Context: an optimization exercise on an open-source flow, tuned for small area, a short achievable clock period and few clock cycles per item. The choices shown serve that exercise and are no tape-out recipe. Only simulation tests tie the RTL to the original design; equivalence was not proved. Power figures rest on the tool's default switching activity, not on a simulated workload.

### design/flow/run.sh
#!/bin/bash
# synth_recipe.tcl (not shown) runs the flow's synth.tcl, then flattens the netlist and writes it again
# the make line also repeats each setting of config.mk as NAME=value (left out here)
make -C /OpenROAD-flow-scripts/flow DESIGN_CONFIG=/design/flow/config.mk WORK_HOME=/design/flow/orfs CLKGATE_MAP_FILE= SYNTH_SCRIPT=/design/flow/synth_recipe.tcl finish
### design/flow/config.mk
export PLATFORM = sky130hd
export DESIGN_NAME = booth_multiplier
export DESIGN_NICKNAME = booth_multiplier
export VERILOG_FILES = /design/flow/design.v
export SDC_FILE = /design/flow/constraint.sdc
export NUM_CORES = 4
export LEC_CHECK = 0
export CAP_MARGIN = 20
export CORE_MARGIN = 2
export CORE_UTILIZATION = 40
export SLEW_MARGIN = 20
### design/flow/constraint.sdc
create_clock -name core_clock -period 5.0 [get_ports {clk}]
set_input_delay 1.0000 -clock core_clock [delete_from_list [all_inputs] [get_ports {clk}]]
set_output_delay 1.0000 -clock core_clock [all_outputs]
set_load 0.01 [all_outputs]
### design/flow/design.v
module booth_multiplier #(
  parameter MUL_WIDTH = 32
) (
  input                        clk,
  input                        rst_n,
  input                        start,
  input                        sign,
  input      [  MUL_WIDTH-1:0] data_in1,
  input      [  MUL_WIDTH-1:0] data_in2,
  output     [2*MUL_WIDTH-1:0] data_out,
  output reg                   ready
);
  reg  [    MUL_WIDTH:0] multiplicand;
  reg  [2*MUL_WIDTH+2:0] product;
  reg                    running;
  reg  [  MUL_WIDTH-1:0] counter;
  reg                    shift_right;
  wire [    MUL_WIDTH:0] in1;
  wire [    MUL_WIDTH:0] in2;
  wire [    MUL_WIDTH:0] sum_result;
  wire [    MUL_WIDTH:0] sub_result;
  wire [            1:0] booth_state;
  assign in1         = sign ? {data_in1[MUL_WIDTH-1], data_in1} : {1'b0, data_in1};
  assign in2         = sign ? {data_in2[MUL_WIDTH-1], data_in2} : {1'b0, data_in2};
  assign sum_result  = product[2*MUL_WIDTH+2:MUL_WIDTH+2] + multiplicand;
  assign sub_result  = product[2*MUL_WIDTH+2:MUL_WIDTH+2] - multiplicand;
  assign data_out    = product[2*MUL_WIDTH:1];
  assign booth_state = product[1:0];
  always @(posedge clk) begin
    if (counter == MUL_WIDTH + 1) begin
      ready   <= 'b1;
      running <= 'b0;
    end else begin
      if (running == 'b1) begin
        if (shift_right == 'b0 && booth_state == 2'b01) begin
          product     <= {sum_result, product[MUL_WIDTH+1:0]};
          shift_right <= 'b1;
        end else if (shift_right == 'b0 && booth_state == 2'b10) begin
          product     <= {sub_result, product[MUL_WIDTH+1:0]};
          shift_right <= 'b1;
        end else begin
          shift_right <= 'b0;
          product     <= {product[2*MUL_WIDTH+2], product[2*MUL_WIDTH+2:1]};
          counter     <= counter + 1;
        end
      end
    end
    if (running == 'b0 && start == 'b1) begin
      multiplicand <= in1;
      product      <= {{(MUL_WIDTH + 1) {1'b0}}, in2, 1'b0};
      running      <= 'b1;
      ready        <= 'b0;
      counter      <= 'd0;
      shift_right  <= 'b0;
    end
    if (rst_n == 'b0) begin
      multiplicand <= {(MUL_WIDTH + 1) {1'b0}};
      product      <= {(2 * MUL_WIDTH + 3) {1'b0}};
      ready        <= 'b1;
      running      <= 'b0;
      counter      <= 'd0;
      shift_right  <= 'b0;
    end
  end
endmodule
==> flow_summary_export.csv <==
group,metric,value,unit
clock_tree,clock-sinks,135,
placement,gp_congestion,0.864,
layout,nFillCells,2442,
die,die_h,161,um
timing,relSlewSlack,30.9,%
placement,port_buffers,132,
synthesis,ys_async_sr_fraction,0,%
min_path,hold_path_startpoint,"multiplicand[30]$_SDFFE_PN0P_",
worst_setup_path,required,5360,ps
synthesis,seq_area_frac_synth,27.6,%
synthesis,synthTopCellsByArea,"dfxtp_1, ha_1, nand2_1, a21oi_1, nor2_1",
worst_setup_path,critPathMaxStageDelay,590,ps
worst_setup_path,worstReg2RegStart,"multiplicand[10]$_SDFFE_PN0P_",
clock_tree,cts.htree.levels,4,
worst_setup_path,crit_buf_inv,1,
route,drtIter0Drc,574,
timing,period_minus_slack,3370,ps
clock_tree,cts_hold_buf,0,
synthesis,synthesis.nets,1448,
synthesis,synthTopCellsByCount,"nand2_1, dfxtp_1, nor2_1",
pwr,irDropWorstVdd,0.000190,V
die,die_w,161,um
clock_tree,clk_path_buf_depth,2,
global_route,grt_max_degree,100,
timing,worst-slew-pin-transition,1040,ps
die,die-area,25800,um2
layout,nets,1463,
route,dr.pass1.iters,6,
timing,setup_tns,0,ps
timing,fin_hold_ws,473,ps
placement,dpl-instance-area,10800,um2
route,vias,9289,
die,ios,133,
clock_tree,numCtsBuffers,17,
die,initial_core_util,40.5,%
pwr,p_leak,4.39,nW
placement,dp_hpwl,18900,um
global_route,overflow,0,
worst_setup_path,crit_type,"flip-flop to flip-flop",
worst_setup_path,crit_path_max_fanout,12,
worst_setup_path,cp.arrival,3730,ps
synthesis,netlist_instances,1312,
synthesis,synth.top_cell.area_share,27.6,%
synthesis,synth_edf_count,0,
worst_setup_path,startpoint,"multiplicand[10]$_SDFFE_PN0P_",
global_route,grt_pass1_vias,8867,
synthesis,synth.most_common_cell,"nand2_1",
timing,final_max_slew_viol_count,0,
clock_tree,path_clk_slew,70,ps
global_route,grt_util_all_layers,21.8,%
synthesis,synthFlopType,"dfxtp_1",
layout,design_area,11400,um2
layout,area_growth,16.2,%
synthesis,synth.distinct_cells,90,
layout,drive_gt1_share,5.52,%
clock_tree,cts_resized,0,
route,route.detailed.drc,0,
die,rows,57,
synthesis,yosys_warnings,1,
route,wire_per_inst,17.0,um
clock_tree,clk_latency,440,ps
route,ant_nets,0,
worst_setup_path,cp_cell_sequence,"inv_1 -> ha_1 -> or4_4 -> a2111oi_4 -> nor3b_1 -> o21bai_1 -> a41o_1 -> a211oi_1 -> or4_1 -> a31oi_1",
route,via_per_inst,5.58,
clock_tree,cts-root-buf,"clkbuf_16",
timing,finClkSkew,13.5,ps
timing,fmax,0.297,GHz
synthesis,yosys_register_bits,135,
clock_tree,cts_tree,"built",
global_route,grt_pass1_wl,46100,um
worst_setup_path,cpMaxStageDelayCell,"or4_4",
run_status,outcome,"complete, no violations",
synthesis,syn-cell-area,9800,um2
min_path,hold_class,"flip-flop to flip-flop",
timing,finalSetupViolations,0,
timing,rsz0062_at_grt,"no",
pwr,power.total,0.00348,W
pwr,p_per_area,306,nW/um2
flow_run,maxCapViolations,0,
route,wl,28200,um
worst_setup_path,cp-start-kind,"flip-flop",
die,core_area,24200,um2
layout,antenna_cells,0,
synthesis,avgSynthCellArea,7.47,um2
timing,fin_crit_sh,67.3,%
clock_tree,postCtsSetupRepairBufs,0,
global_route,antenna_found_initial,0,
synthesis,yosysTopAreaCell,"dfxtp_1",
worst_setup_path,end_kind,"flip-flop",
worst_setup_path,cp_top_family,"compound AO/OA/AOI/OAI gates",
timing,hold_violations,0,
[sequential cells by signal (all words and copies together), names as in the netlist]
register / cells
running: 1
ready: 1
multiplicand: 33
counter: 32
shift_right: 1
product: 67
[placed cells by master, fill, tap and decap left out, types with 4 or more instances in the layout]
cell type / synthesis / layout
clkdlybuf4s50_1: 0 / 132
inv_1: 69 / 68
a31oi_1: 6 / 6
ha_1: 66 / 66
clkbuf_16: 0 / 17
nor4_1: 10 / 10
mux2i_1: 5 / 5
a311oi_1: 43 / 43
inv_8: 0 / 4
a21oi_1: 113 / 113
nand2_1: 200 / 199
o22ai_1: 7 / 7
a21o_1: 17 / 17
buf_4: 64 / 12
nand3_1: 26 / 26
nor2b_1: 9 / 8
and4_1: 7 / 7
dfxtp_1: 135 / 135
nand2b_1: 13 / 12
xnor2_1: 13 / 13
a211oi_1: 16 / 16
or3_1: 8 / 8
o21bai_1: 15 / 15
o31ai_1: 11 / 11
nor2_1: 135 / 135
inv_6: 0 / 6
a22o_1: 4 / 4
a22oi_1: 8 / 8
a21boi_0: 4 / 4
o21ai_0: 56 / 56
o211ai_1: 12 / 12
xor2_1: 23 / 23
nand4_1: 16 / 16
and3_1: 8 / 8
a221o_1: 10 / 10
nor3_1: 16 / 16
o221ai_1: 10 / 10
[final timing paths]
path | end | slack [ps] | depth (start not counted)
worst min-delay path | multiplicand[30]$_SDFFE_PN0P_ | 470 | 2
worst min register to register | multiplicand[30]$_SDFFE_PN0P_ | 470 | 2
worst max-delay path | product[63]$_SDFFE_PP0P_ | 1630 | 10
worst max register to register | product[63]$_SDFFE_PP0P_ | 1630 | 10
[cell families after synthesis]
family                     synth area share (%)
and+or+nand+nor                            21.6
AOI/OAI and AO/OA                          27.2
buffers and inverters                      11.1
DFF                                        27.6
adders and majority gates                  8.84
xor gates and xnor gates                   3.22
muxes                                     0.511
[metal layers]
layer | track usage (%) | wire length [um] | up-vias | share of wire, %
met1 | 29.1 | 13100 | 4285 | 47
li1 | - | - | 4634 | -
met4 | 6.96 | 434 | 0 | 1.5
met3 | 6.20 | 2290 | 39 | 8.1
met2 | 34.2 | 12400 | 331 | 44
met5 | 0 | 0 | - | 0
[cell type report]
cell class | count | area (um2) | share of cell area (%)
multi-input cells | 960 | 6030 | 53.0
flip-flops and latches | 135 | 2700 | 23.7
repair buffers | 144 | 1410 | 12.4
clock buffers | 17 | 425 | 3.74
well taps | 324 | 405 | 3.56
inverters | 69 | 259 | 2.27
clock inverters | 15 | 151 | 1.33
[through the flow]
| step | worst slack, ps | utilization [%] | instances |
|---|---|---|---|
| after global routing | 1440 | 47.1 | 1664 |
| after detailed placement | 1710 | 44.7 | 1632 |
| after CTS | 1700 | 47.1 | 1664 |
| after global placement | 1760 | 44.7 | 1632 |
| after floorplan | 2030 | - | 1312 |
| final | 1630 | 47.1 | 1664 |
[power by group]
group          switching, W  internal, W
clock network      0.000599     0.000665
logic              0.000587     0.000419
registers         0.0000707      0.00114
[worst register-to-register path: cells and delay by family (launching register included)]
family                   cells  cell delay [ps]
AO/OA/AOI/OAI                5             1330
AND/OR/NAND/NOR              3             1130
adder cells (fa/ha/maj)      1              420
flip-flops                   1              360
buffers and inverters        1               60
Testbench counts, summed over its fixed seeds: cycles 163,969, items 3,200.

==> what the ideal ports hide <==
How much do the figures lean on ideal ports? The routed layout below was timed once more, with nothing changed but the port constraints. Step 1: set_driving_cell puts a clkbuf_16 on clk and a buf_2 on each other input, an assumption about the parent block. Step 2 times the ports against the registers' clock, not the clock port: input delays grow and output delays shrink by t, the midpoint of the rising clock arrivals with the driver on. Three values: ideal, step 1, step 2; two values: the first two.
shift t [ns]: 0.479
setup slack, ns: 1.633 / 1.633 / 1.633
worst setup path after step 2: register to register
slew at the worst register clock pin (ns): 0.07 / 0.07
After both steps this run still meets setup and hold. For this run, drivers alone change the setup slack by 0.000 ns; drivers and shift together by 0.000 ns.
